This is an optimization exercise on Yosys and OpenROAD, whose aim is small area, a short achievable clock period and few clock cycles, not a production implementation. In this exercise RTL edits were held to simulation tests only and were not proved equivalent to the original. Power and IR-drop figures of this design are not reliable: the tool's default activity estimate is inflated in some of its runs.

**design/flow/flow/run.sh**
```bash
#!/bin/bash
# The standard layout (standard.sh), with two changes to how it is made:
#  - adders are left to ABC as plain gates instead of being mapped to the
#    library's full/half adder cells (ADDER_MAP_FILE empty);
#  - the timing repair steps aim for extra setup slack (SETUP_SLACK_MARGIN).
# The clock, the constraints and the rest of the flow are the design's.
# make's output goes to layout.log; ORFS keeps each step's log under orfs/logs.
set -euo pipefail
bash standard.sh ADDER_MAP_FILE= SETUP_SLACK_MARGIN=7.7 "BUFFER_PORTS_ARGS=-buffer_cell sky130_fd_sc_hd__buf_2" finish > layout.log 2>&1
```
**design/flow/standard.sh**
```bash
#!/bin/bash
# synth_recipe.tcl (not shown) runs the flow's synth.tcl, then flattens the netlist and writes it again
# the make line also repeats each setting of config.mk as NAME=value (left out here)
make -C /OpenROAD-flow-scripts/flow DESIGN_CONFIG=/design/flow/config.mk WORK_HOME=/design/flow/orfs CLKGATE_MAP_FILE= SYNTH_SCRIPT=/design/flow/synth_recipe.tcl "${@:-finish}"
```
**design/flow/config.mk**
```make
export PLATFORM = sky130hd
export DESIGN_NAME = DivSqrtRecF64
export DESIGN_NICKNAME = DivSqrtRecF64
export VERILOG_FILES = /design/flow/design.v
export SDC_FILE = /design/flow/constraint.sdc
export NUM_CORES = 8
export LEC_CHECK = 0
export ABC_AREA = 1
export CAP_MARGIN = 20
export CORE_MARGIN = 2
export CORE_UTILIZATION = 50
export SETUP_SLACK_MARGIN = 0.3
export SLEW_MARGIN = 20
```
**design/flow/constraint.sdc**
```tcl
create_clock -name core_clock -period 11.0 [get_ports {clock}]
set_input_delay 2.2000 -clock core_clock [delete_from_list [all_inputs] [get_ports {clock}]]
set_output_delay 2.2000 -clock core_clock [all_outputs]
set_load 0.01 [all_outputs]
```
**design/flow/design.v**
```verilog
module RoundTinyShift(
  input  [12:0] sExp,
  output [5:0]  shift,
  output        tiny         
);
  wire [11:0] e = sExp[11:0];
  wire [11:0] d = 12'h402 - e;
  assign tiny  = e <= 12'h401;
  assign shift = e <= 12'h3CC ? 6'd54 : tiny ? d[5:0] : 6'd0;
endmodule
module RoundFix(
  input         io_invalidExc,
                io_infiniteExc,
                io_in_isNaN,
                io_in_isInf,
                io_in_isZero,
                io_in_sign,
  input  [12:0] io_in_sExp,
  input  [53:0] kept,        
  input         keptTop,     
  input         roundPos,
  input         extra,
  input         passThru,    
  input         anyIn,
  input  [2:0]  io_roundingMode,
  output [54:0] roundedSig,
  output        anyRound,    
  output [64:0] io_out,
  output [4:0]  io_exceptionFlags
);
  wire        roundingMode_near_even = io_roundingMode == 3'h0;
  wire        roundingMode_odd = io_roundingMode == 3'h6;
  wire        roundMagUp = io_roundingMode == 3'h2 & io_in_sign | io_roundingMode == 3'h3 & ~io_in_sign;
  wire        _overflow_roundMagUp_T = roundingMode_near_even | io_roundingMode == 3'h4;
  assign      anyRound = roundPos | extra;
  wire        doInc = _overflow_roundMagUp_T & roundPos | roundMagUp & anyRound;
  wire [54:0] incSig = {1'h0, kept} + 55'h1 & ~{54'h0, roundingMode_near_even & roundPos & ~extra};
  wire [54:0] truncSig = {keptTop, kept} | {54'h0, roundingMode_odd & anyRound};
  assign      roundedSig = doInc ? incSig : truncSig;
  wire        anyR = passThru ? anyIn : anyRound;
  wire [5:0]  shift;
  wire        tiny;
  RoundTinyShift ts (.sExp(io_in_sExp), .shift(shift), .tiny(tiny));
  wire [13:0] sRoundedExp = {io_in_sExp[12], io_in_sExp} + {12'h0, roundedSig[54:53]};
  wire        common_totalUnderflow = $signed(sRoundedExp) < 14'sh3CE;
  wire        expOverflow = $signed(sRoundedExp[13:10]) > 4'sh2;
  wire        isNaNOut = io_invalidExc | io_in_isNaN;
  wire        notNaN_isSpecialInfOut = io_infiniteExc | io_in_isInf;
  wire        commonCase = ~isNaNOut & ~notNaN_isSpecialInfOut & ~io_in_isZero;
  wire        overflow = commonCase & expOverflow;
  wire        overflow_roundMagUp = _overflow_roundMagUp_T | roundMagUp;
  wire        pegMinNonzeroMagOut = commonCase & common_totalUnderflow & (roundMagUp | roundingMode_odd);
  wire        pegMaxFiniteMagOut = overflow & ~overflow_roundMagUp;
  wire        notNaN_isInfOut = notNaN_isSpecialInfOut | overflow & overflow_roundMagUp;
  assign io_out = {~isNaNOut & io_in_sign, sRoundedExp[11:0] & ~(io_in_isZero | common_totalUnderflow ? 12'hE00 : 12'h0) & ~(pegMinNonzeroMagOut ? 12'hC31 : 12'h0) & {1'h1, ~pegMaxFiniteMagOut, 10'h3FF} & {2'h3, ~notNaN_isInfOut, 9'h1FF} | (pegMinNonzeroMagOut ? 12'h3CE : 12'h0) | (pegMaxFiniteMagOut ? 12'hBFF : 12'h0) | (notNaN_isInfOut ? 12'hC00 : 12'h0) | (isNaNOut ? 12'hE00 : 12'h0), (isNaNOut | io_in_isZero | common_totalUnderflow ? {isNaNOut, 51'h0} : roundedSig[51:0]) | {52{pegMaxFiniteMagOut}}};
  assign io_exceptionFlags = {io_invalidExc, io_infiniteExc, overflow, commonCase & (common_totalUnderflow | anyR & io_in_sExp[12:11] != 2'h1 & tiny), overflow | commonCase & (common_totalUnderflow | anyR)};
endmodule
module SrtDigit(
  input  [3:0] es,
  input  [3:0] ec,
  output       dp,
  output       dz,
  output       dn
);
  wire [3:0] g = es & ec;
  wire [3:0] t = es | ec;
  wire       c3 = g[2] | t[2] & g[1] | t[2] & t[1] & g[0];    
  wire       neg = es[3] ^ ec[3] ^ c3;                        
  assign dz = &(t & ~g);                                      
  assign dp = ~dz & ~neg;
  assign dn = ~dz & neg;
endmodule
module SrtStep(
  input  [56:0] ws,
  input  [56:0] wc,
  input  [56:0] f,
  input         dp,       
  output [56:0] ws_o,
  output [56:0] wc_o
);
  wire [56:0] a  = {ws[55:0], 1'b0};
  wire [56:0] b  = {wc[55:0], 1'b0};
  wire [56:0] mj = (a & b) | (a & f) | (b & f);
  assign ws_o = a ^ b ^ f;
  assign wc_o = {mj[55:0], dp};
endmodule
module SrtNextDigit(
  input  [4:0] ws,        
  input  [4:0] wc,
  input  [4:0] xp,        
  input  [4:0] xn,
  input        dp,
  input        dn,
  output       ndp,
  output       ndz,
  output       ndn
);
  wire [4:0] f  = ({5{dp}} & ~xp) | ({5{dn}} & xn);
  wire [4:0] s  = ws ^ wc ^ f;
  wire [4:0] c  = (ws & wc) | (ws & f) | (wc & f);
  SrtDigit d (.es(s[4:1]), .ec(c[3:0]), .dp(ndp), .dz(ndz), .dn(ndn));
endmodule
module DivSqrtRecF64(
  input         clock,
                reset,
  output        io_inReady_div,
                io_inReady_sqrt,
  input         io_inValid,
                io_sqrtOp,
  input  [64:0] io_a,
                io_b,
  input  [2:0]  io_roundingMode,
  output        io_outValid_div,
                io_outValid_sqrt,
  output [64:0] io_out,
  output [4:0]  io_exceptionFlags
);
  reg         busy;
  reg         ready;       
  reg  [4:0]  cnt;
  reg         sqrtOp;
  reg  [2:0]  rm;
  reg         sign;
  reg         isNaN, isInf, isZero, majorExc;
  reg  [12:0] sExp;
  reg  [11:0] expB;
  reg  [51:0] fractB;
  reg  [56:0] ws, wc;
  reg  [54:0] q, qm;
  reg         ovDiv, ovSqrt;
  reg  [64:0] out;
  reg  [4:0]  flags;
  reg         rExtra, rAny;
  reg         shr, shl;    
  reg  [5:0]  tcnt;
  reg         c0, c1;      
  reg  [4:0]  xpt, xnt;    
  wire rawA_isZero = io_a[63:61] == 3'h0;
  wire rawA_isNaN  = (&io_a[63:62]) & io_a[61];
  wire rawA_isInf  = (&io_a[63:62]) & ~io_a[61];
  wire rawB_isZero = io_b[63:61] == 3'h0;
  wire rawB_isNaN  = (&io_b[63:62]) & io_b[61];
  wire rawB_isInf  = (&io_b[63:62]) & ~io_b[61];
  wire nvDiv  = rawA_isZero & rawB_isZero | rawA_isInf & rawB_isInf;
  wire nvSqrt = ~rawB_isNaN & ~rawB_isZero & io_b[64];
  wire majorExc_S = io_sqrtOp
    ? rawB_isNaN & ~io_b[51] | nvSqrt
    : rawA_isNaN & ~io_a[51] | rawB_isNaN & ~io_b[51] | nvDiv
      | ~rawA_isNaN & ~rawA_isInf & rawB_isZero;
  wire isNaN_S  = io_sqrtOp ? rawB_isNaN | nvSqrt : rawA_isNaN | rawB_isNaN | nvDiv;
  wire isInf_S  = io_sqrtOp ? rawB_isInf : rawA_isInf | rawB_isZero;
  wire isZero_S = io_sqrtOp ? rawB_isZero : rawA_isZero | rawB_isInf;
  wire sign_S   = ~io_sqrtOp & io_a[64] ^ io_b[64];
  wire        sqOne = io_b[52] & io_b[51];
  wire [56:0] ws0 = ~io_sqrtOp ? {2'b0, 1'b1, io_a[51:0], 2'b01} :
                     io_b[52] ? {1'b0, 1'b1, io_b[51:0], 3'b000} : {2'b0, 1'b1, io_b[51:0], 2'b00};
  wire [56:0] wc0 = io_sqrtOp ? {1'b1, 1'b0, ~sqOne, ~sqOne, ~sqOne, 52'h0}
                              : ~{2'b0, 1'b1, io_b[51:0], 2'b00};
  wire [54:0] q0  = io_sqrtOp & ~sqOne ? {3'b011, 52'h0} : {1'b1, 54'h0};
  wire [54:0] qm0 = ~io_sqrtOp ? 55'h0 : sqOne ? {3'b011, 52'h0} : {3'b010, 52'h0};
  wire [12:0] sExpSqrtIn = {io_b[63], ~io_b[63], io_b[62:53]};    
  wire [56:0] dv = {2'b0, 1'b1, fractB, 2'b0};
  wire [54:0] m1, m2;
  genvar k;
  generate
    for (k = 0; k < 27; k = k + 1) begin : g_pos
      wire hit = k == 0 ? c0 : k == 1 ? c1 : cnt == k;
      assign m1[53 - 2*k] = hit;
      assign m1[52 - 2*k] = 1'b0;
      assign m2[52 - 2*k] = hit;
      assign m2[53 - 2*k] = 1'b0;
    end
  endgenerate
  assign m1[54] = 1'b0;
  assign m2[54] = 1'b0;
  wire [56:0] pa  = sqrtOp ? {1'b0, q, 1'b0}  : dv;
  wire [56:0] pb  = sqrtOp ? {1'b0, qm, 1'b0} : dv;
  wire [56:0] m1p = sqrtOp ? {2'b0, m1} : 57'h0;
  wire [56:0] m1n = sqrtOp ? {1'b0, m1, 1'b0} : 57'h0;
  wire [56:0] m2p = sqrtOp ? {2'b0, m2} : 57'h0;
  wire [56:0] m2n = sqrtOp ? {1'b0, m2, 1'b0} : 57'h0;
  wire [56:0] xp1 = pa | m1p;
  wire [56:0] xn1 = pb | m1n | m1p;
  wire        dp1, dz1, dn1;
  SrtDigit dg1 (.es(ws[56:53]), .ec(wc[56:53]), .dp(dp1), .dz(dz1), .dn(dn1));
  wire        pdp, pdz, pdn, zdp, zdz, zdn, ndp, ndz, ndn;
  SrtNextDigit nxp (.ws(ws[55:51]), .wc(wc[55:51]), .xp(xpt), .xn(xnt),
                    .dp(1'b1), .dn(1'b0), .ndp(pdp), .ndz(pdz), .ndn(pdn));
  SrtNextDigit nxz (.ws(ws[55:51]), .wc(wc[55:51]), .xp(xpt), .xn(xnt),
                    .dp(1'b0), .dn(1'b0), .ndp(zdp), .ndz(zdz), .ndn(zdn));
  SrtNextDigit nxn (.ws(ws[55:51]), .wc(wc[55:51]), .xp(xpt), .xn(xnt),
                    .dp(1'b0), .dn(1'b1), .ndp(ndp), .ndz(ndz), .ndn(ndn));
  wire        dp2 = dp1 ? pdp : dz1 ? zdp : ndp;
  wire        dz2 = dp1 ? pdz : dz1 ? zdz : ndz;
  wire        dn2 = dp1 ? pdn : dz1 ? zdn : ndn;
  wire [56:0] f1 = ({57{dp1}} & ~xp1) | ({57{dn1}} & xn1);
  wire [56:0] ws1, wc1, ws2, wc2;
  SrtStep st1 (.ws(ws), .wc(wc), .f(f1), .dp(dp1), .ws_o(ws1), .wc_o(wc1));
  wire        sa = dp2 & ~dn1, sb = dp2 & dn1, sc = dn2 & dp1, sd = dn2 & ~dp1;
  wire [56:0] mp2 = (m1n & {57{~dz1}}) | m2p;                
  wire [56:0] mn2 = (m1n & {57{dz1}}) | m2n | m2p;           
  wire [56:0] f2 = (({57{sa}} & ~pa) | ({57{sb}} & ~pb) | ({57{sc}} & pa) | ({57{sd}} & pb))
                   & ~(mp2 & {57{dp2}}) | (mn2 & {57{dn2}});
  SrtStep st2 (.ws(ws1), .wc(wc1), .f(f2), .dp(dp2), .ws_o(ws2), .wc_o(wc2));
  wire        vge = dp1 | dz1 & ~dn2;
  wire        vgt = dp1 | dz1 & dp2;
  wire        hiq = ~dz1 ^ dn2;                  
  wire        loq = ~dz2;
  wire        him = dz1 ^ dp2;                   
  wire        lom = dz2;
  wire [54:0] q2  = (vge ? q : qm) | (m1 & {55{hiq}}) | (m2 & {55{loq}});
  wire [54:0] qm2 = (vgt ? q : qm) | (m1 & {55{him}}) | (m2 & {55{lom}});
  wire        sqN  = busy ? sqrtOp : io_sqrtOp;
  wire [54:0] qN   = busy ? q2 : q0;
  wire [54:0] qmN  = busy ? qm2 : qm0;
  wire [1:0]  fbN  = busy ? fractB[51:50] : io_b[51:50];
  wire        c0N  = ~busy & ~io_sqrtOp;
  wire        c1N  = busy ? c0 : io_sqrtOp;
  wire [4:0]  xptN = sqN ? {1'b0, qN[54], qN[53], qN[52] | c0N, qN[51]} : {2'b0, 1'b1, fbN};
  wire [4:0]  xntN = sqN ? {1'b0, qmN[54], qmN[53] | c0N, qmN[52] | c0N, qmN[51] | c1N} : {2'b0, 1'b1, fbN};
  wire [56:0] wsum = ws + wc;
  wire        remNeg = wsum[56];
  wire [56:0] zt0 = (ws ^ wc) ^ {(ws[55:0] | wc[55:0]), 1'b0};
  wire        remZero = ~|zt0;
  wire [56:0] xr = pb | {56'h0, sqrtOp};
  wire [56:0] rs = ws ^ wc ^ xr;
  wire [56:0] rc = {((ws[55:0] & wc[55:0]) | (ws[55:0] & xr[55:0]) | (wc[55:0] & xr[55:0])), 1'b0};
  wire [56:0] zt1 = (rs ^ rc) ^ {(rs[55:0] | rc[55:0]), 1'b0};
  wire        remZeroN = ~|zt1;
  wire        stk   = remNeg ? ~remZeroN : ~remZero;
  wire [54:0] sigU  = remNeg ? qm : q;
  wire [54:0] qF    = {sigU[0], sigU[54:1]};
  wire [5:0]  tShift, tShift1;
  wire        tiny, tiny1;
  RoundTinyShift ts (.sExp(sExp), .shift(tShift), .tiny(tiny));
  wire        nrm   = ~sqrtOp & sigU[54];
  wire [12:0] sExp1 = sExp + 13'h1;
  RoundTinyShift ts1 (.sExp(sExp1), .shift(tShift1), .tiny(tiny1));
  wire [5:0]  tShiftF = nrm ? tShift1 + 6'd1 : tShift;
  wire        shrF    = nrm | tiny;
  wire        tDone = tcnt == 6'd0;
  wire        last  = cnt == 5'd28 & (shl ? tDone : ~tiny & (~shr | tDone));
  wire [13:0] sExpQuot = {1'b0, sExp} + {{3{expB[11]}}, ~expB[10:0]};
  wire [12:0] sExpDiv  = {$signed(sExpQuot) > 14'shDFF ? 4'h6 : sExpQuot[12:9], sExpQuot[8:0]};
  wire [64:0] rOut;
  wire [4:0]  rFlags;
  wire [54:0] rSig;
  wire        rAnyNow;
  RoundFix rfix (
    .io_invalidExc     (majorExc & isNaN),
    .io_infiniteExc    (majorExc & ~isNaN),
    .io_in_isNaN       (isNaN),
    .io_in_isInf       (isInf),
    .io_in_isZero      (isZero),
    .io_in_sign        (sign),
    .io_in_sExp        (sExp),
    .kept              (q[53:0]),
    .keptTop           (shl & q[54]),
    .roundPos          (~shl & q[54]),
    .extra             (~shl & rExtra),
    .passThru          (shl),
    .anyIn             (rAny),
    .io_roundingMode   (rm),
    .roundedSig        (rSig),
    .anyRound          (rAnyNow),
    .io_out            (rOut),
    .io_exceptionFlags (rFlags)
  );
  always @(posedge clock) begin
    if (reset) begin
      busy   <= 1'b0;
      ready  <= 1'b1;
      ovDiv  <= 1'b0;
      ovSqrt <= 1'b0;
    end else begin
      busy   <= busy ? ~last : io_inValid;
      ready  <= busy ? last : ~io_inValid;
      ovDiv  <= busy & last & ~sqrtOp;
      ovSqrt <= busy & last & sqrtOp;
    end
    cnt <= busy ? cnt + {4'h0, cnt != 5'd28} : {4'h0, io_sqrtOp};
    c0  <= c0N;
    c1  <= c1N;
    xpt <= xptN;
    xnt <= xntN;
    if (~busy) begin
      sqrtOp   <= io_sqrtOp;
      rm       <= io_roundingMode;
      sign     <= sign_S;
      isNaN    <= isNaN_S;
      isInf    <= isInf_S;
      isZero   <= isZero_S;
      majorExc <= majorExc_S;
      expB     <= io_b[63:52];
      fractB   <= io_b[51:0];
    end
    if (~busy)
      sExp <= io_sqrtOp ? sExpSqrtIn : {1'b0, io_a[63:52]};
    else if (cnt == 5'd0)
      sExp <= sExpDiv;
    else if (cnt == 5'd27 & nrm)
      sExp <= sExp1;
    if (cnt == 5'd27) begin
      rExtra <= stk;
      tcnt   <= tShiftF;
      shr    <= shrF;
      shl    <= 1'b0;
    end else if (shr) begin
      if (~tDone) begin
        rExtra <= rExtra | q[54];
        tcnt   <= tcnt - 6'd1;
      end else if (tiny) begin
        rAny   <= rAnyNow;
        tcnt   <= tShift;
        shr    <= 1'b0;
        shl    <= 1'b1;
      end
    end else if (~tDone)
      tcnt <= tcnt - 6'd1;
    ws <= busy ? ws2 : ws0;
    wc <= busy ? wc2 : wc0;
    q  <= ~busy ? q0 : cnt == 5'd27 ? qF :
          cnt != 5'd28 ? q2 :
          ~shr ? {q[53:0], 1'b0} :                 
          ~tDone ? {q[0], 1'b0, q[53:1]} : rSig;   
    qm <= ~busy ? qm0 : qm2;
    out   <= rOut;
    flags <= rFlags;
  end
  assign io_inReady_div    = ready;
  assign io_inReady_sqrt   = ready;
  assign io_outValid_div   = ovDiv;
  assign io_outValid_sqrt  = ovSqrt;
  assign io_out            = out;
  assign io_exceptionFlags = flags;
endmodule
```
==> results of run 1 <==
## routing by layer
metal | vias up | part of all wire | GRT usage
li1 | 18200 | - | -
met1 | 18000 | 0.39 | 0.580
met2 | 2749 | 0.40 | 0.616
met3 | 530 | 0.14 | 0.111
met4 | 10 | 0.063 | 0.224
met5 | - | 0.00035 | 0
## worst max-delay path by stage
| stage | cells past startpoint | to | from | slack (ns) |
|---|---|---|---|---|
| after global routing | 20 | q[52]$_DFFE_PP_ | wc[54]$_DFF_P_ | 7.61 |
| final | 1 | io_out[20] | out[20]$_DFF_P_ | 7.72 |
| after floorplan | 6 | sExp[2]$_DFFE_PP_ | io_sqrtOp | 7.71 |
| after global placement | 18 | wc[10]$_DFF_P_ | ws[53]$_DFF_P_ | 5.07 |
| after CTS | 19 | q[52]$_DFFE_PP_ | wc[56]$_SDFF_PN1_ | 7.63 |
| after detailed placement | 18 | wc[41]$_DFF_P_ | wc[55]$_DFF_P_ | 4.99 |
## layout make-up
type                       instances  area [µm²]
sequential                       409        9260
timing repair buffer             356        2950
multi-input combinational       4078       21900
antenna                            3        7.51
tap                              864        1080
inverter                         691        2730
clock buffer                      71        1430
fill                            6531       26200
clock inverter                    22         290
timing repair inverter             5        41.3
## stage by stage
stage	cell area (µm²)	hold slack [ns]	std cells	utilization
after floorplan	33400	0.432	5419	-
after global placement	34800	0.440	6284	0.528
after detailed placement	34800	0.458	6284	0.528
after CTS	38400	0.480	6444	0.583
after global routing	39700	0.510	6496	0.602
final	39700	0.483	6499	0.602
## Yosys cell counts, types with 69 or more instances
library cell               count
sky130_fd_sc_hd__nand2_1    1508
sky130_fd_sc_hd__inv_1       663
sky130_fd_sc_hd__o21ai_0     464
sky130_fd_sc_hd__nor2_1      434
sky130_fd_sc_hd__a21oi_1     380
sky130_fd_sc_hd__dfxtp_1     315
sky130_fd_sc_hd__nand3_1     287
sky130_fd_sc_hd__xor2_1      189
sky130_fd_sc_hd__clkbuf_1    159
sky130_fd_sc_hd__o211ai_1    125
sky130_fd_sc_hd__xnor2_1     119
sky130_fd_sc_hd__edfxtp_1     94
sky130_fd_sc_hd__or2_2        73
sky130_fd_sc_hd__nand4_1      69
## registers in the layout, summed over array words and instances, names as in the netlist, 3 cells and up
register / cells
rm: 3
wc: 57
expB: 12
q: 55
out: 65
cnt: 5
sExp: 13
xpt: 4
fractB: 52
nxn.f: 4
tcnt: 6
ws: 57
qm: 55
flags: 5
## cells by family (layout without fill, tap and decap cells)
group,count (synthesis),in the layout,synth area share
simple gates,2562,2568,0.329
compound gates,1199,1199,0.206
buf+inv,939,1145,0.110
flops,409,409,0.274
xor+xnor,310,311,0.0818
other cells,0,3,0
## timing repair
item | 4_1_cts | 5_1_grt
pin swaps | 24 | 40
setup endpoints to repair | 307 | 289
buffers inserted | 41 | 48
cloned | 26 | 4
resized for setup | 268 | 232
==> impl.org, run 1 <==
** STA
- The number of pins with negative max-slew slack in the final report is 0.
- Of the available clock period, the critical path in the final layout requires 0.299.
- Setup violations remaining at the end of the flow were counted as 0.
- The smallest clock period supported by the final layout is computed as around 3.3 ns.
- Final total negative setup slack :: 0 ns
- Final Hold Fails :: 0
- Measured slew at the worst slew-check pin :: approximately 1.1 ns
- Setup repair after global routing could not meet its margin everywhere.
- Upper clock frequency limit :: 305 MHz
- Across the routed clock network, the largest skew measured is 0.0433 ns.
- Final worst slack :: a little under 8 ns
- Rel. slew slack :: 0.241

** Logic synthesis
- Fraction of registers with async set or reset after synthesis :: 0
- Sequential cell area fraction in the yosys report :: 0.274
- In this run the cell area of the synthesized design comes to between 0.03 and 0.04 mm².
- EDFF count, synth :: 94
- Synthesis warning total :: 1
- Post-Synthesis Net Count :: approximately 5,600
- Most area-consuming cells after synthesis :: sky130_fd_sc_hd__dfxtp_1 19%, sky130_fd_sc_hd__nand2_1 17%, sky130_fd_sc_hd__edfxtp_1 8.5%
- Post-Synthesis Cells :: 5,419
- In this run, synthesis produced a sequential element count of just over 400.
- Per-instance average area after synthesis :: a little over 6 µm²
- For this run, the leading register cell type out of synthesis is sky130_fd_sc_hd__dfxtp_1.
- Distinct cells, synth :: 66
- Of the post-synthesis cell area, the dominant cell type holds 0.189.
- Biggest area consumer among synthesized cells :: sky130_fd_sc_hd__dfxtp_1

** Setup path
- Counting cells, the worst reg-to-reg path comes to 14.
- In this run the critical register-to-register path is captured at rExtra$_DFFE_PP_.
- Across all register-to-register paths, the minimum setup slack is ~7.7 ns.
- On the critical path, the stage with the largest delay is an instance of sky130_fd_sc_hd__dfxtp_1.
- In this run the worst path has a maximum fanout of 1.
- The kind of cell with the highest combined delay along the critical path is flip-flops.
- The worst setup path is captured at an output port.
- Data arrives at the worst endpoint at between 1 and 1.5 ns.
- At the worst endpoint, the required time is around 9 ns.
- In this run the critical register-to-register path is launched from sqrtOp$_DFF_P_.
- Crit path cell chain :: buf_6
- Type of element launching the critical path :: register
- For this run, the slowest stage of the critical path takes between 0.3 and 0.4 ns.
- The setup path with the least slack is of type reg2out.
- Crit path buffers/inverters :: 1

** GRT
- Entering global routing, the biggest net connects approximately 110 pins.
- Summed over all layers, the global routing overflow is 0.
- Wire length of the first global-routing pass :: 225,000 µm
- The number of antenna violations at the first check in global routing was 8.
- The number of global-route vias before repair is 35,100.
- Total global routing track utilization :: 0.426

** Layout
- For this run, the post-layout net count is roughly 5,700.
- The area growth from synthesis to layout is 18.9%.
- Top library cells by usage in the layout, fill and taps aside :: 1,461 x sky130_fd_sc_hd__nand2_1, 648 x sky130_fd_sc_hd__inv_1, 415 x sky130_fd_sc_hd__o21ai_0
- Most common cell after layout, fill and taps aside :: sky130_fd_sc_hd__nand2_1
- In the final layout, the share of cells above drive strength 1 is 0.156.

** Place
- At the end of routability-driven placement, the weighted congestion stood at between 1 and 1.5.
- The HPWL after detailed placement is between 100,000 and 150,000 µm.
- Worst slack at placement :: between 4 and 5 ns
- Count of buffers inserted at the top-level ports :: 210

** Detailed routing
- In the routed layout, each cell is associated on average with a via count of 6.07.
- Detailed-route DRC error count :: 0
- First drt pass iteration count :: 6
- Final wirelength :: roughly 160,000 µm
- In the final routed layout, each cell accounts on average for 24.0 µm.
- The first routing iteration left roughly 5,700 violations.
- The final route contains 39,400 vias.
- Antenna Violating Nets Remaining :: 0

** Clock network
- Clk slew on worst S/H paths :: 0.06 ns
- TritonCTS built the clock tree.
- H-tree levels :: 2
- At the later pin of the worst-skew pair, clock insertion delay measures ~0.65 ns.
- The tree is rooted in a sky130_fd_sc_hd__clkbuf_16.
- The clock passes through at most 3 buffers.
- Counting every sink on the clock net gives 409.
- In this run, post-CTS hold repair placed 0 buffers.
- TritonCTS created 50 clock buffers.

** Floorplan
- Measured along the y axis, the die boundary spans between 200 and 300 µm.
- Die Footprint :: 0.0688 mm²
- Std cell rows :: 94
- After floorplanning, the core was sized to cover approximately 0.066 mm².
- The initial utilization of the core area, before any placement, comes to 0.507.
- During I/O placement, the number of pins put on the boundary was approximately 210.
- Die boundary width :: 262 µm

** Run status
- The run finished with no timing, DRC or antenna violations.

** Worst hold path
- Endpoint with the worst hold slack :: flags[4]$_DFF_P_
- Hold Crit Depth :: 2
- The tightest min-delay check is of the reg2reg type.
- Hold Startpoint :: majorExc$_DFFE_PN_

** Job
- The tool flagged a number of max-cap violations equal to 0.

** Power
Testbench counts, summed over its fixed seeds: cycles 717,792.
==> inputs of run 2 (changes only) <==
--- a/design/flow/config.mk
+++ b/design/flow/config.mk
@@ -13 +13,2 @@
 export SLEW_MARGIN = 20
+export TNS_END_PERCENT = 5
==> run 2 against run 1 <==
Net effect: global-route usage shrank 1.3 points; critical path depth is 12 higher; final area is 3.2% lower; register-to-register slack lost 0.16 ns; area after synthesis unchanged; first-iteration DRC count down 9.5%; synthesized cell count unchanged; maximum frequency shrank 4.6%; critical endpoint is now rExtra$_DFFE_PP_; largest cell class unchanged.
==> impl.org, run 2 <==
** Layout
- The library cell used most frequently in the layout, excluding fill and tap cells, is sky130_fd_sc_hd__nand2_1.
- Number of flip-flops under the largest register name :: 65
- The library cells used most frequently in the layout, excluding fill and tap cells, are 1,482 x sky130_fd_sc_hd__nand2_1, 651 x sky130_fd_sc_hd__inv_1, 435 x sky130_fd_sc_hd__o21ai_0.
- Number of fill cells in the layout :: 6,634
- 0 antenna diodes ended up in the layout.
- In the final design database the tool counted 5,694 nets.
- The largest registers in the layout are out (65), wc (57), ws (57).
- Share of layout cells above drive strength 1 :: 0.130
- P&R area growth vs syn :: 15.1%
- out holds more flip-flops than any other register.

** Logic synthesis
- Sequential cell area fraction in the yosys report :: 0.274
- After synthesis the cells add up to approximately 0.033 mm².
- Yosys top cell area share :: 0.189
- After synthesis, the share of flip-flops with an asynchronous set or reset is 0.
- Most area-consuming cells after synthesis :: sky130_fd_sc_hd__dfxtp_1 19%, sky130_fd_sc_hd__nand2_1 17%, sky130_fd_sc_hd__edfxtp_1 8.5%
- Flop and latch count out of synthesis :: ~400
- The number of different library cells used by synthesis comes to 66.
- Ranked by instance count, the synthesized netlist is headed by 1,508 x sky130_fd_sc_hd__nand2_1, 663 x sky130_fd_sc_hd__inv_1, 464 x sky130_fd_sc_hd__o21ai_0.
- Most frequently used cell type in the post-synthesis netlist :: sky130_fd_sc_hd__nand2_1
- Biggest area consumer among synthesized cells :: sky130_fd_sc_hd__dfxtp_1
- The synthesized design contains 94 enable-type register cells.
- The number of nets handed over by synthesis was about 5,600.
- Synthesis produced a netlist whose cell count is approximately 5,400.
- Synthesis warning total :: 1
- The average instance in the mapped netlist occupies roughly 6 µm².
- Post-synth top flop :: sky130_fd_sc_hd__dfxtp_1

** Worst hold path
- Endpoint with the worst hold slack :: flags[4]$_DFF_P_
- Hold WC Path Type :: reg2reg
- Counting instances, the worst hold path has a depth of 2.
- Hold Startpoint :: majorExc$_DFFE_PN_

** Floorplan
- Die Footprint :: between 0.06 and 0.07 mm²
- Die boundary width :: ~260 µm
- Initial standard-cell utilization of the core :: 0.507
- In this run the core area contains 94 standard-cell rows.
- The core region is about 0.066 mm².
- Y dimension of the die :: 262 µm
- Boundary Pins :: between 200 and 250

** Clock network
- For this design, the CTS-stage hold fixing added 0 buffers.
- Clk sinks :: just over 400
- TritonCTS built the clock tree.
- Clk buf depth :: 3
- Number of CTS-inserted buffers :: 49
- The tree is rooted in a sky130_fd_sc_hd__clkbuf_16.
- At the later pin of the worst-skew pair, clock insertion delay measures between 0.6 and 0.7 ns.
- Clock-pin slew was measured on the worst setup and hold paths at 0.07 ns.
- H-tree levels :: 2

** STA
- Final total negative setup slack :: 0 ns
- Timing would allow up to about 290 MHz.
- Measured slew at the worst slew-check pin :: roughly 1.1 ns
- Final period util :: 0.313
- The hold violation total from the final report is 0.
- Setup violations remaining at the end of the flow were counted as 0.
- Final critical-path required period :: 3.44 ns
- Max-slew violations :: 0
- Final worst slack :: approximately 7.6 ns
- On the final layout, the worst clock skew is around 0.04 ns.
- Measured against its own limit, the worst slew margin works out to 0.248.
- RSZ-0062 raised after global routing :: true

** Detailed routing
- In the routed layout, each cell is associated on average with a via count of between 6 and 7.
- The detailed router finished its first iteration with around 5,200 violations.
- For this run, design rule violations remaining after detail routing come to 0.
- The routed layout has around 39,000 vias.
- Antenna Violating Nets Remaining :: 0
- After detailed routing, the total wire length is 152,000 µm.
- The first detailed-routing pass ran for 9 iterations.
- Routed length per placed instance :: approximately 24 µm

** Run status
- Result of the run :: no timing/DRC/antenna violations

** Setup path
- Counting cells, the worst reg-to-reg path comes to 13.
- Reg-to-Reg Start :: sqrtOp$_DFF_P_
- Endpoint type of the worst setup path :: register
- Largest driver fanout on the critical path :: 24
- Crit path from :: sqrtOp$_DFF_P_
- Worst path required time :: between 10 and 15 ns
- The worst setup path is of the reg2reg kind.
- Reg2Reg Capture Point :: rExtra$_DFFE_PP_
- Type of element launching the critical path :: register
- For the worst setup path, the data arrival time is between 3 and 4 ns.
- Setup slack on the worst reg-to-reg path comes out at approximately 7.6 ns.

** GRT
- Entering global routing, the biggest net connects 109 pins.
- Across every metal layer, demand over resource in global routing totals 0.413.
- Number of antenna violations at the first check in global routing :: 5
- For this run the aggregate overflow at the end of global routing stands at 0.
- The first global-routing pass estimated 219,000 µm of wire.
- The number of global-route vias before repair is approximately 35,000.

** Place
- Placer Congestion :: ~1.0
- Count of buffers inserted at the top-level ports :: 210
- OpenSTA, run right after detailed placement, puts the worst setup slack at between 5 and 6 ns.
- The HPWL after detailed placement is around 110,000 µm.

** Job
- # Max-Cap Violations :: 0
-- run 2: layout make-up --
cell class,instances,area [µm²],area share
multi-input combinational,4080,21300,0.556
sequential,409,9220,0.240
inverter,691,2740,0.0713
timing repair buffer,323,2410,0.0627
clock buffer,68,1360,0.0354
tap,864,1080,0.0282
clock inverter,23,225,0.00587
timing repair inverter,3,27.5,0.000717
-- run 2: worst max-delay path by stage --
stage	to	slack, ns	cells after the start
finish	rExtra$_DFFE_PP_	7.56	13
floorplan	q[52]$_DFFE_PP_	7.66	6
global placement	wc[41]$_DFF_P_	5.50	18
detailed placement	wc[41]$_DFF_P_	5.42	17
global route	ws[15]$_DFF_P_	7.52	14
CTS	sExp[7]$_DFFE_PP_	7.54	17
-- run 2: routing by layer --
metal  vias to the layer above  GRT usage  routed length, µm
met5                         -          0                 42
met2                      2537      0.609              62800
met4                         6      0.190               8510
li1                      18100          -                  -
met3                       447      0.107              20100
met1                     17700      0.563              60900
-- run 2: critical path, cell delays in order, from the launching register on --
cell                        delay [ns]
sky130_fd_sc_hd__dfxtp_4          0.42
sky130_fd_sc_hd__clkinv_8         0.08
sky130_fd_sc_hd__buf_16           0.18
sky130_fd_sc_hd__o21ai_0          0.71
sky130_fd_sc_hd__a21oi_1          0.23
sky130_fd_sc_hd__xnor2_1          0.26
sky130_fd_sc_hd__xor2_1           0.30
sky130_fd_sc_hd__o2111ai_1        0.17
sky130_fd_sc_hd__nor4_1           0.19
sky130_fd_sc_hd__nand2_1          0.08
sky130_fd_sc_hd__nor2_1           0.14
sky130_fd_sc_hd__nand3_2          0.16
sky130_fd_sc_hd__nand2_4          0.14
sky130_fd_sc_hd__o21ai_0          0.10
-- run 2: cell families after synthesis --
| logic type | share of synthesized area |
|---|---|
| DFF | 0.274 |
| buffers and inverters | 0.110 |
| and+or+nand+nor | 0.329 |
| xor gates and xnor gates | 0.0818 |
| AOI/OAI and AO/OA | 0.206 |
-- run 2: timing repair --
action / in CTS / in global routing
setup buffers: 28 / 33
setup endpoints to repair: 333 / 279
pin swaps: 17 / 23
resized for setup: 139 / 169
cloned: 15 / 10
-- run 2: per-stage QoR --
step | cells | util | instance area (µm²) | hold slack (ns)
floorplan | 5419 | - | 33400 | 0.432
global placement | 6284 | 0.528 | 34800 | 0.440
detailed placement | 6284 | 0.528 | 34800 | 0.451
CTS | 6418 | 0.568 | 37400 | 0.466
global route | 6461 | 0.583 | 38400 | 0.510
finish | 6461 | 0.583 | 38400 | 0.466
==> inputs of run 3 (changes only) <==
--- a/design/flow/config.mk
+++ b/design/flow/config.mk
@@ -13,2 +13,2 @@
 export SLEW_MARGIN = 20
-export TNS_END_PERCENT = 5
+export TNS_END_PERCENT = 25
==> run 3 against run 2 <==
Net effect: die area did not move; still clean on timing, DRC and antenna; non-clock buffer count rose by 47; largest cell class unchanged.
==> impl.org, run 3 <==
** Run status
- Result of the run :: no timing/DRC/antenna violations

** Logic synthesis
- The synthesized design contains 94 enable-type register cells.
- By area the synthesized netlist is led by sky130_fd_sc_hd__dfxtp_1 19%, sky130_fd_sc_hd__nand2_1 17%, sky130_fd_sc_hd__edfxtp_1 8.5%.
- Summed over all instances, the cell type with the most area after synthesis is sky130_fd_sc_hd__dfxtp_1.
- The synthesized netlist occupies a cell area of ~0.033 mm².
- Yosys top cell area share :: 0.189
- In this run the mean area of a mapped cell was between 6 and 7 µm².
- Sequential cell area fraction in the yosys report :: 0.274
- Distinct cells, synth :: 66
- Synthesis produced a netlist whose cell count is about 5,400.
- Fraction of registers with async set or reset after synthesis :: 0
- In this run, synthesis produced a sequential element count of roughly 410.
- Most frequently used cell type in the post-synthesis netlist :: sky130_fd_sc_hd__nand2_1
- The most used flip-flop cell after synthesis is sky130_fd_sc_hd__dfxtp_1.
- Synthesis warning total :: 1
- The number of nets in the synthesized netlist is approximately 5,600.
- Sorting the synthesized cells by how often they occur yields 1,508 x sky130_fd_sc_hd__nand2_1, 663 x sky130_fd_sc_hd__inv_1, 464 x sky130_fd_sc_hd__o21ai_0.

** STA
- In the finished design, the share of the clock period the worst path needs comes to 0.305.
- The clock period could shrink to between 3 and 4 ns.
- Max-slew violations :: 0
- Final Hold Fails :: 0
- At the pin with the least slew margin, the transition time is approximately 1.2 ns.
- Timing would allow up to 298 MHz.
- Setup skew after layout :: approximately 0.040 ns
- Measured against its own limit, the worst slew margin works out to 0.228.
- Final worst slack :: about 7.6 ns
- RSZ-0062 raised after global routing :: true
- Final Setup Violations :: 0
- Final total negative setup slack :: 0 ns

** Clock network
- Clock tree from TritonCTS :: built
- Clk buf depth :: 3
- Cell at the root of the clock tree :: sky130_fd_sc_hd__clkbuf_16
- The clock tree synthesis step divided the H-tree into 2 levels.
- Clk slew on worst S/H paths :: 0.06 ns
- Hold buffers post-CTS :: 0
- The clock reaches the later pin of the worst-skew pair after around 0.65 ns.
- Clk sinks :: between 400 and 500
- Buffers inserted during clock tree synthesis total 50.

** Setup path
- Slowest CP cell :: sky130_fd_sc_hd__buf_2
- STA puts the critical path data arrival time at 3.94 ns.
- The setup path with the least slack is of type in2reg.
- On the worst path, the slowest cell contributes a delay of approximately 0.32 ns.
- Crit path cell chain :: buf_2, clkinv_8, nor2_4, buf_12, clkinvlp_4, buf_4, a21oi_1, a21oi_1, nand2_1
- Endpoint type of the worst setup path :: register
- Type of element launching the critical path :: input port
- Worst path required time :: 11.58 ns
- In this run the worst path has a maximum fanout of 31.
- The cell that appears most often on the critical path is sky130_fd_sc_hd__a21oi_1.

** Floorplan
- The die covers 0.0688 mm².
- Area of the core :: around 0.066 mm²
- In this run the core area contains 94 standard-cell rows.
- Measured along the y axis, the die boundary spans ~260 µm.
- For this configuration, the core starts out at a cell density of 0.507.
- Die boundary width :: ~260 µm
- Boundary Pins :: 211

** Place
- Count of buffers inserted at the top-level ports :: 210
- Routability-driven placement finished with a final weighted congestion of ~1.0.
- Before CTS, the worst setup slack after placement is 4.99 ns.
- The HPWL after detailed placement is around 110,000 µm.

** GRT
- The number of antenna violations at the first check in global routing was 9.
- The number of global-route vias before repair came to 34,800.
- Wire length of the first global-routing pass :: between 200,000 and 250,000 µm
- For this run, the total global-route usage over all layers was measured as 0.417.
- After global routing the overflow that remains totals 0.
- Largest net degree at the start of global routing :: roughly 110

** Detailed routing
- Routed length per placed instance :: 24.1 µm
- Number of vias per cell :: slightly above 6
- Via total after detailed routing :: 39,300
- The pre-antenna-repair detailed-routing pass consisted of 7 iterations.
- For this block, the routed nets add up to 157,000 µm of wire.
- In the routed design, unresolved DRC markers number 0.
- Iteration-0 DRC Markers :: roughly 5,600
- In this run the remaining antenna-violating nets after routing total 0.

** Layout
- Relative to the synthesized area, the layout overhead comes to 19.1%.
- For this run, the post-layout net count is around 5,700.
- Register with the most flip-flops :: out
- Most common cell after layout, fill and taps aside :: sky130_fd_sc_hd__nand2_1
- Top library cells by usage in the layout, fill and taps aside :: 1,455 x sky130_fd_sc_hd__nand2_1, 646 x sky130_fd_sc_hd__inv_1, 415 x sky130_fd_sc_hd__o21ai_0
- Of the cells placed in the final design, the portion with a size suffix greater than 1 is 0.157.
- Number of flip-flops under the largest register name :: 65
- After filler insertion, the fill cell instance count of the layout stands at around 6,500.
- Largest registers :: out (65), wc (57), ws (57)

** Worst hold path
- Hold WC Path Type :: reg2reg

** Job
- # Max-Cap Violations :: 0
-- run 3: cell counts after synthesis --
Identical to the previous run, type by type.
-- run 3: kinds of logic (layout without fill, tap and decap cells) --
group	count (synthesis)	count (layout)	synth area share
AO/OA/AOI/OAI	1199	1199	0.206
other	0	4	0
AND/OR/NAND/NOR	2562	2568	0.329
flip-flops	409	409	0.274
XOR/XNOR	310	311	0.0818
buffers and inverters	939	1157	0.110
-- run 3: final cells by class --
type                            instances  area [µm²]  share of cell area
Tap cell                              864        1080              0.0272
Clock buffer                           71        1430              0.0360
Sequential cell                       409        9240               0.232
Timing Repair Buffer                  370        3020              0.0760
Clock inverter                         22         290             0.00730
Antenna cell                            4        10.0            0.000252
Timing Repair inverter                  3        23.8            0.000598
Inverter                              691        2740              0.0690
Multi-Input combinational cell       4078       21900               0.551
-- run 3: path summary, 6_finish.rpt --
path / slack (ns) / to / cells past startpoint / startpoint
setup reg to reg: 7.68 / sExp[10]$_DFFE_PP_ / 16 / wc[23]$_DFF_P_
hold reg to reg: 0.48 / flags[4]$_DFF_P_ / 2 / majorExc$_DFFE_PN_
setup / recovery: 7.64 / ws[6]$_DFF_P_ / 9 / io_sqrtOp
hold / removal: 0.48 / flags[4]$_DFF_P_ / 2 / majorExc$_DFFE_PN_
-- run 3: timing repair --
item,4_1_cts,5_1_grt
pin swaps,16,63
gates resized for setup,193,300
cloned,17,15
buffers inserted,33,66
endpoints found under the setup margin,307,289
-- run 3: metal layers --
| metal | up-vias | global-route usage | wire, µm |
|---|---|---|---|
| li1 | 18200 | - | - |
| met5 | - | 0.0159 | 69 |
| met4 | 8 | 0.204 | 9890 |
| met3 | 512 | 0.103 | 22000 |
| met2 | 2708 | 0.610 | 63800 |
| met1 | 17900 | 0.569 | 60900 |
-- run 3: metrics by stage --
stage / util / hold slack, ns / std cells / instance area (µm²)
2_1_floorplan: - / 0.432 / 5419 / 33400
3_3_place_gp: 0.528 / 0.440 / 6284 / 34800
3_5_place_dp: 0.528 / 0.458 / 6284 / 34800
4_1_cts: 0.574 / 0.480 / 6427 / 37800
5_1_grt: 0.603 / 0.510 / 6508 / 39700
6_report: 0.604 / 0.477 / 6512 / 39700
-- run 3: critical path: cells and delay by family --
family	cells	cell delay, ns
and+or+nand+nor	2	0.33
buffers and inverters	5	1.13
AOI/OAI and AO/OA	2	0.24
==> inputs of run 4 (changes only) <==
--- a/design/flow/design.v
+++ b/design/flow/design.v
@@ -130,4 +130,2 @@
   reg         ovDiv, ovSqrt;
-  reg  [64:0] out;
-  reg  [4:0]  flags;
   reg         rExtra, rAny;
@@ -323,7 +321,6 @@
           cnt != 5'd28 ? q2 :
+          last ? {3'h0, rOut[51:0]} :               
           ~shr ? {q[53:0], 1'b0} :                 
           ~tDone ? {q[0], 1'b0, q[53:1]} : rSig;   
-    qm <= ~busy ? qm0 : qm2;
-    out   <= rOut;
-    flags <= rFlags;
+    qm <= ~busy ? qm0 : last ? {37'h0, rFlags, rOut[64:52]} : qm2;
   end
@@ -333,4 +330,4 @@
   assign io_outValid_sqrt  = ovSqrt;
-  assign io_out            = out;
-  assign io_exceptionFlags = flags;
+  assign io_out            = {qm[12:0], q[51:0]};
+  assign io_exceptionFlags = qm[17:13];
 endmodule
--- a/design/flow/flow/run.sh
+++ b/design/flow/flow/run.sh
@@ -8,2 +8,2 @@
 set -euo pipefail
-bash standard.sh ADDER_MAP_FILE= SETUP_SLACK_MARGIN=7.7 "BUFFER_PORTS_ARGS=-buffer_cell sky130_fd_sc_hd__buf_2" finish > layout.log 2>&1
+bash standard.sh ADDER_MAP_FILE= SETUP_SLACK_MARGIN=7.6 finish > layout.log 2>&1
--- a/design/flow/config.mk
+++ b/design/flow/config.mk
@@ -11,4 +11,4 @@
 export CORE_UTILIZATION = 50
+export PLACE_DENSITY = 0.75
 export SETUP_SLACK_MARGIN = 0.3
 export SLEW_MARGIN = 20
-export TNS_END_PERCENT = 25
==> run 4 against run 3 <==
Net effect: register-to-register slack got worse by 0.17 ns; global-route usage rose by 3.6 points; synthesized cell count fell by 1.5%; wire length grew 2.6%; final area decreased by 1.0%; final cell count decreased by 1.4%; critical path type is now reg2out; sequential share of layout area down 2.9 points; still clean; critical path depth shrank 6; die area decreased by 4.2%; largest cell class unchanged.
==> impl.org, run 4 <==
** STA
- RSZ-0062 raised after global routing :: true
- Final period util :: 0.319
- Post-route worst hold slack :: roughly 0.50 ns
- Rel. slew slack :: 0.231
- Max-slew violations :: 0
- The hold violation total from the final report was 0.
- Upper clock frequency limit :: 285 MHz
- After routing, the total negative slack on setup checks comes to 0 ns.
- Setup violations remaining at the end of the flow were counted as 0.
- Final worst slack :: around 7.5 ns
- At the pin with the least slew margin, the transition time is roughly 1.2 ns.
- Clock skew on the completed layout was measured at about 0.027 ns.
- Final critical-path required period :: 3.51 ns

** Detailed routing
- Antenna Violating Nets Remaining :: 0
- First drt pass iteration count :: 11
- Dividing the detail-routed wire length by the instance count gives between 20 and 30 µm.
- Final wirelength :: 161,000 µm
- Using the TritonRoute via totals, the vias-per-cell ratio works out to roughly 6.2.
- Detailed-route DRC error count :: 0
- The first routing iteration left approximately 6,600 violations.
- Via total after detailed routing :: approximately 40,000

** Clock network
- H-tree levels :: 2
- TritonCTS built the clock tree.
- Cell at the root of the clock tree :: sky130_fd_sc_hd__clkbuf_16
- After clock tree synthesis, the clock-pin slew on the worst setup and hold paths is about 0.070 ns.
- Number of CTS-inserted buffers :: 42
- No sink is reached through more buffers than the 3 on the longest clock path.
- For the worst-skew pair, the clock arrives at the later sink with an insertion delay of just over 0.6 ns.
- For this design, the sink count on the clock tree is ~340.
- Hold buffers post-CTS :: 0

** Setup path
- Delay contributed by the slowest stage of the critical path :: roughly 0.33 ns
- The worst setup path is of the reg2out kind.
- STA classifies the critical path startpoint as a register.
- Walking the worst path, the cells encountered are buf_8, buf_12, buf_6.
- STA puts the critical path data required time at between 8 and 9 ns.
- Largest driver fanout on the critical path :: 3
- For the worst setup path, the data arrival time is ~1.3 ns.
- The worst register-to-register path has a depth of 19.
- On the critical path, the stage with the largest delay is an instance of sky130_fd_sc_hd__dfxtp_2.
- STA classifies the critical path endpoint as an output port.

** Run status
- The flow ran to the end and the layout has no timing, DRC or antenna violations.

** Logic synthesis
- Counting flops and latches in the post-synthesis netlist gives between 300 and 400.
- The mapped netlist covers roughly 0.032 mm².
- Fraction of registers with async set or reset after synthesis :: 0
- Synthesis warning total :: 1
- Yosys mapped the design onto 60 distinct sky130hd cell types.
- sky130_fd_sc_hd__nand2_1 takes more of the synthesized area than any other cell.
- EDFF count, synth :: 94
- Sequential cell area fraction in the yosys report :: 0.242
- Post-synth top flop :: sky130_fd_sc_hd__dfxtp_1
- Post-Synthesis Cells :: 5,336
- Most area-consuming cells after synthesis :: sky130_fd_sc_hd__nand2_1 16%, sky130_fd_sc_hd__dfxtp_1 15%, sky130_fd_sc_hd__o21ai_0 10%
- Most used standard cells in the synthesized netlist :: 1,362 x sky130_fd_sc_hd__nand2_1, 682 x sky130_fd_sc_hd__inv_1, 655 x sky130_fd_sc_hd__o21ai_0
- Yosys top cell area share :: 0.160
- The number of nets in the synthesized netlist is 5,473.
- Per-instance average area after synthesis :: 5.99 µm²
- Among all cell types in the netlist, the one instantiated most often is sky130_fd_sc_hd__nand2_1.

** Worst hold path
- Hold WC Path Type :: reg2reg
- Hold Crit Depth :: 2

** Layout
- Leaving out fill and tap cells, the most frequent cell in the layout is sky130_fd_sc_hd__nand2_1.
- The largest registers in the layout are wc (57), ws (57).
- Top library cells by usage in the layout, fill and taps aside :: 1,314 x sky130_fd_sc_hd__nand2_1, 659 x sky130_fd_sc_hd__inv_1, 594 x sky130_fd_sc_hd__o21ai_0
- Share of layout cells above drive strength 1 :: 0.151
- Relative to the synthesized area, the layout overhead comes to 23.2%.
- Nets@finish :: 5,680

** Job
- Across the run, the number of max-cap violations was 0.

** Floorplan
- The die covers ~0.066 mm².
- The total area inside the core boundary comes to 0.0631 mm².
- The floorplan step set the die width to ~260 µm.
- For this configuration, the core starts out at a cell density of 0.507.
- Std cell rows :: slightly above 90
- For this design the top-level I/O count stands at 211.
- From bottom edge to top edge, the die measures 257 µm.

** GRT
- The number of antenna violations at the first check in global routing came to 19.
- The number of global-route vias before repair is ~35,000.
- In the global route stage, overall resource usage came out at 0.453.
- Entering global routing, the biggest net connects 94 pins.
- Wire length of the first global-routing pass :: 226,000 µm
- Global routing finished with a remaining overflow of 0.

** Place
- Worst slack at placement :: 5.78 ns
- Placer Congestion :: 1.07
- Count of buffers inserted at the top-level ports :: 210
- The HPWL after detailed placement is between 100,000 and 150,000 µm.
## run 4: per-stage QoR
step	utilization	area, µm²	cells
global placement	0.539	34000	6128
global route	0.624	39300	6421
finish	0.624	39400	6423
CTS	0.595	37500	6346
floorplan	-	32000	5336
detailed placement	0.539	34000	6128
## run 4: cells by family (layout without fill, tap and decap cells)
| family | after synthesis | count (layout) | synth area share |
|---|---|---|---|
| AND/OR/NAND/NOR | 2298 | 2308 | 0.302 |
| other | 0 | 2 | 0 |
| buffers and inverters | 1015 | 1244 | 0.130 |
| XOR/XNOR | 304 | 304 | 0.0833 |
| flip-flops | 339 | 339 | 0.242 |
| AO/OA/AOI/OAI | 1380 | 1380 | 0.243 |
## run 4: timing repair
action / CTS / global route
buffers inserted: 123 / 64
pin swaps: 16 / 71
endpoints found under the setup margin: 320 / 226
resized for setup: 543 / 347
cloned: 19 / 11
## run 4: layout make-up
type / instances / area, µm²
flip-flops and latches: 339 / 7990
repair inverters: 6 / 68.8
repair buffers: 460 / 4630
fillers: 5951 / 23700
clock buffers: 56 / 1210
inverters: 702 / 2820
clock inverters: 20 / 216
diodes: 2 / 5.00
well taps: 846 / 1060
multi-input cells: 3992 / 21400
## run 4: layer usage
metal | vias up | share of wire | GRT usage | routed length (µm)
met4 | 18 | 0.075 | 0.235 | 12100
met2 | 3202 | 0.39 | 0.644 | 62600
met5 | - | 0.00066 | 0 | 106
met1 | 18100 | 0.37 | 0.597 | 59000
met3 | 779 | 0.17 | 0.163 | 27000
li1 | 18000 | - | - | -
## run 4: critical path, delay by kind of cell (launching register included)
kind / cells / cell delay, ns
flops: 1 / 0.33
buf+inv: 3 / 0.37
## run 4: final timing paths
kind	slack, ns	end	from
worst max-delay path	7.49	io_out[9]	q[9]$_SDFF_PN0_
worst min register to register	0.50	qm[50]$_SDFF_PP0_	c1$_DFF_P_
worst max register to register	7.51	q[47]$_SDFF_PN0_	rExtra$_DFFE_PP_
worst min-delay path	0.50	qm[50]$_SDFF_PP0_	c1$_DFF_P_
Testbench counts of run 4, summed over its fixed seeds: cycles 717,792.
==> inputs of run 5 (changes only) <==
--- a/design/flow/flow/run.sh
+++ b/design/flow/flow/run.sh
@@ -8,2 +8,2 @@
 set -euo pipefail
-bash standard.sh ADDER_MAP_FILE= SETUP_SLACK_MARGIN=7.6 finish > layout.log 2>&1
+bash standard.sh ADDER_MAP_FILE= SETUP_SLACK_MARGIN=7.7 finish > layout.log 2>&1
--- a/design/flow/config.mk
+++ b/design/flow/config.mk
@@ -11,3 +11,2 @@
 export CORE_UTILIZATION = 50
-export PLACE_DENSITY = 0.75
 export SETUP_SLACK_MARGIN = 0.3
==> run 5 against run 4 <==
Net effect: still clean; critical path depth stayed put; first-iteration DRC count shrank 2.2%; non-clock buffer count up 63; flip-flop and latch count unchanged; sequential share of layout area is 0.80 points lower; clock-buffer cell count up 5; die area unchanged; hold slack got worse by 0.015 ns; wire length rose by 1.7%; critical path type unchanged; highest routed layer unchanged.
==> impl.org, run 5 <==
** Job
- # Max-Cap Violations :: 0

** Clock network
- Number of CTS-inserted buffers :: 44
- Clk sinks :: between 300 and 400
- Clock tree from TritonCTS :: built
- In this run the number of H-tree levels came out at 2.
- Hold repair after CTS inserted 0 buffers.
- The clock passes through at most 3 buffers.
- Worst-skew pair later-pin latency :: around 0.6 ns
- Clock tree synthesis selected as its root buffer the cell sky130_fd_sc_hd__clkbuf_16.
- Clk slew on worst S/H paths :: roughly 0.060 ns

** Detailed routing
- Via total after detailed routing :: approximately 40,000
- Number of vias per cell :: 6.21
- After detailed routing, the total wire length is around 160,000 µm.
- Detailed-route DRC error count :: 0
- For this block, the initial DRC count from the detailed router was 6,485.
- The first TritonRoute pass finished after 9 iterations.
- In the final routed layout, each cell accounts on average for approximately 25 µm.
- Antenna Violating Nets Remaining :: 0

** Setup path
- The startpoint identified for the worst register-to-register timing path is q[17]$_SDFF_PN0_.
- The most critical setup path has its startpoint at q[10]$_SDFF_PN0_.
- For the worst flop-to-flop path, the logic depth is 26.
- Endpoint type of the worst setup path :: output port
- Worst path required time :: around 9 ns
- Largest driver fanout on the critical path :: 2
- The worst setup path is launched from a register.
- Worst Setup Path Type :: reg2out
- Arrival time at the worst endpoint :: ~1.3 ns

** Logic synthesis
- Of the total synthesized cell area, the portion taken by AND, OR, NAND and NOR gates is 0.302.
- Post-Synthesis Net Count :: approximately 5,500
- Sequential cell area fraction in the yosys report :: 0.242
- Dominant combinational cell family by area after synthesis :: simple AND/OR/NAND/NOR gates
- By count the netlist is led by 1,362 x sky130_fd_sc_hd__nand2_1, 682 x sky130_fd_sc_hd__inv_1, 655 x sky130_fd_sc_hd__o21ai_0.
- Biggest area consumer among synthesized cells :: sky130_fd_sc_hd__nand2_1
- Yosys mapped a number of flops with a built-in enable equal to 94.
- Area share of xor/xnor cells in the synthesized design :: 0.0833
- Post-synth top flop :: sky130_fd_sc_hd__dfxtp_1
- Synth Area in Compound Gates :: 0.243
- Flop and latch count out of synthesis :: 339
- Of the post-synthesis cell area, the dominant cell type holds 0.160.
- Share of synthesized area spent on multiplexers :: 0
- Distinct cells, synth :: 60
- Synthesized-area fraction occupied by adder cells :: 0
- For this run, the number of Yosys warnings is 1.
- Dividing the synthesized area by the synthesized cell count gives between 5 and 6 µm².
- The synthesized netlist occupies a cell area of about 0.032 mm².
- Yosys instantiated no cell more often than sky130_fd_sc_hd__nand2_1.
- Fraction of registers with async set or reset after synthesis :: 0
- Most area-consuming cells after synthesis :: sky130_fd_sc_hd__nand2_1 16%, sky130_fd_sc_hd__dfxtp_1 15%, sky130_fd_sc_hd__o21ai_0 10%
- Post-Synthesis Cells :: between 5,000 and 6,000

** Place
- Buffers placed on the I/O ports in this run total between 200 and 250.
- The congestion estimate from routability-driven global placement came to between 1 and 1.5.
- The HPWL after detailed placement is about 110,000 µm.
- Summing all placed instances gives a cell area of 0.0340 mm².
- Worst slack at placement :: 5.77 ns

** GRT
- Vias in the first global route :: around 36,000
- The number of antenna violations at the first check in global routing came to 12.
- The first global-routing pass estimated ~230,000 µm of wire.
- Largest net degree at the start of global routing :: around 120
- For this run, the total global-route usage over all layers was measured as 0.458.
- Overflow left after global routing :: 0

** STA
- The worst pin sits at a relative slew slack of 0.204.
- Setup violations remaining at the end of the flow were counted as 0.
- Setup slack on the critical path of the routed design comes to around 7.5 ns.
- The hold violation total from the final report was 0.
- RSZ-0062 raised after global routing :: true
- Setup skew after layout :: 0.0184 ns
- Max-slew violations :: 0
- The clock period could shrink to 3.50 ns.
- After routing, the total negative slack on setup checks comes to 0 ns.
- Across all hold checks on the routed design, the worst slack comes to 0.483 ns.
- Upper clock frequency limit :: 285 MHz
- Measured slew at the worst slew-check pin :: ~1.2 ns
- Of the available clock period, the critical path in the final layout requires 0.319.

** Run status
- Result of the run :: no timing/DRC/antenna violations

** Floorplan
- Area of the core :: between 0.06 and 0.07 mm²
- The initialized floorplan defines just over 90 standard-cell rows.
- Die Footprint :: 0.0659 mm²
- Boundary Pins :: 211
- The die is around 260 µm wide.
- Y dimension of the die :: 257 µm
- The initial utilization of the core area, before any placement, comes to 0.507.

** Worst hold path
- The worst hold path begins at c1$_DFF_P_.
- Hold Crit Depth :: 2
- Hold WC Path Type :: reg2reg

** Layout
- Most common cell after layout, fill and taps aside :: sky130_fd_sc_hd__nand2_1
- Of the cells placed in the final design, the portion with a size suffix greater than 1 is 0.183.
- Largest registers :: wc (57), ws (57)
- Nets@finish :: roughly 5,700
- Final design area excluding fillers :: between 0.04 and 0.05 mm²
- The top cell types in the final layout, fill and taps aside, are 1,301 x sky130_fd_sc_hd__nand2_1, 650 x sky130_fd_sc_hd__inv_1, 579 x sky130_fd_sc_hd__o21ai_0.
- P&R area growth vs syn :: 28.2%
-- run 5: cell counts after synthesis --
No cell type changed its count.
-- run 5: layer usage --
layer	vias up	share of wire	global-route usage
met2	3035	0.40	0.653
met3	710	0.16	0.148
met1	18500	0.37	0.612
met4	12	0.072	0.240
met5	-	0.00045	0
li1	18200	-	-
-- run 5: stage by stage --
stage,instances,util
after floorplan,5336,-
after global placement,6128,0.539
after detailed placement,6129,0.540
after CTS,6381,0.608
after global routing,6490,0.649
final,6496,0.649
-- run 5: critical path: stages, from the launching register on --
cell and delay (ns):
sky130_fd_sc_hd__dfxtp_2 0.32, sky130_fd_sc_hd__buf_8 0.11, sky130_fd_sc_hd__buf_12 0.14, sky130_fd_sc_hd__buf_6 0.12
-- run 5: path summary, 6_finish.rpt --
kind	to	slack, ns
setup / recovery	io_out[10]	7.50
hold / removal	qm[50]$_SDFF_PP0_	0.48
setup reg to reg	q[5]$_SDFF_PN0_	7.53
hold reg to reg	qm[50]$_SDFF_PP0_	0.48
-- run 5: layout make-up --
cell class	count	area [µm²]
fill	5938	22100
multi-input combinational	3989	22000
sequential	339	7990
timing repair buffer	523	5500
inverter	702	2810
clock buffer	61	1240
tap	846	1060
clock inverter	20	184
timing repair inverter	9	156
antenna	7	17.5
-- run 5: cell families (layout without fill, tap and decap cells) --
| logic type | count (synthesis) | after routing |
|---|---|---|
| and+or+nand+nor | 2298 | 2304 |
| AOI/OAI and AO/OA | 1380 | 1381 |
| buffers and inverters | 1015 | 1315 |
| DFF | 339 | 339 |
| xor gates and xnor gates | 304 | 304 |
| other | 0 | 7 |
-- run 5: repair_timing --
item / in CTS / in global routing
gates resized for setup: 766 / 413
setup buffers: 151 / 93
endpoints found under the hold margin: 0 / 0
endpoints found under the setup margin: 323 / 234
pin swaps: 39 / 103
cloned: 20 / 15

port drivers added, routing unchanged:
The results above use ideal ports. As a check the final layouts listed here were re-extracted and re-timed, cells and wires unchanged. Step 1 sets driving cells, clkbuf_16 on the clock port and buf_2 on the other inputs (assumed; they add their load-dependent delay and slew). Step 2 times the ports against the registers' clock, not the clock port: input delays grow and output delays shrink by t, the midpoint of the rising clock arrivals with the driver on. Three values: ideal ports, drivers, drivers and shift; two values: the first two.
run	shift t [ns]	setup slack, ns	clock arrival spread, ns	pins driven straight from the clock port
run 1	0.699	7.716 / 7.644 / 7.105	0.043 / 0.043	1
run 2	0.695	7.556 / 7.556 / 6.992	0.040 / 0.040	1
run 3	0.700	7.642 / 7.637 / 6.996	0.040 / 0.041	1
run 4	0.662	7.495 / 7.431 / 6.957	0.027 / 0.026	1
run 5	0.676	7.496 / 7.425 / 7.055	0.019 / 0.018	1
After both steps setup and hold are still met in every run listed. For run 3, which loses most, drivers alone change the setup slack by -0.005 ns; drivers and shift together by -0.646 ns.
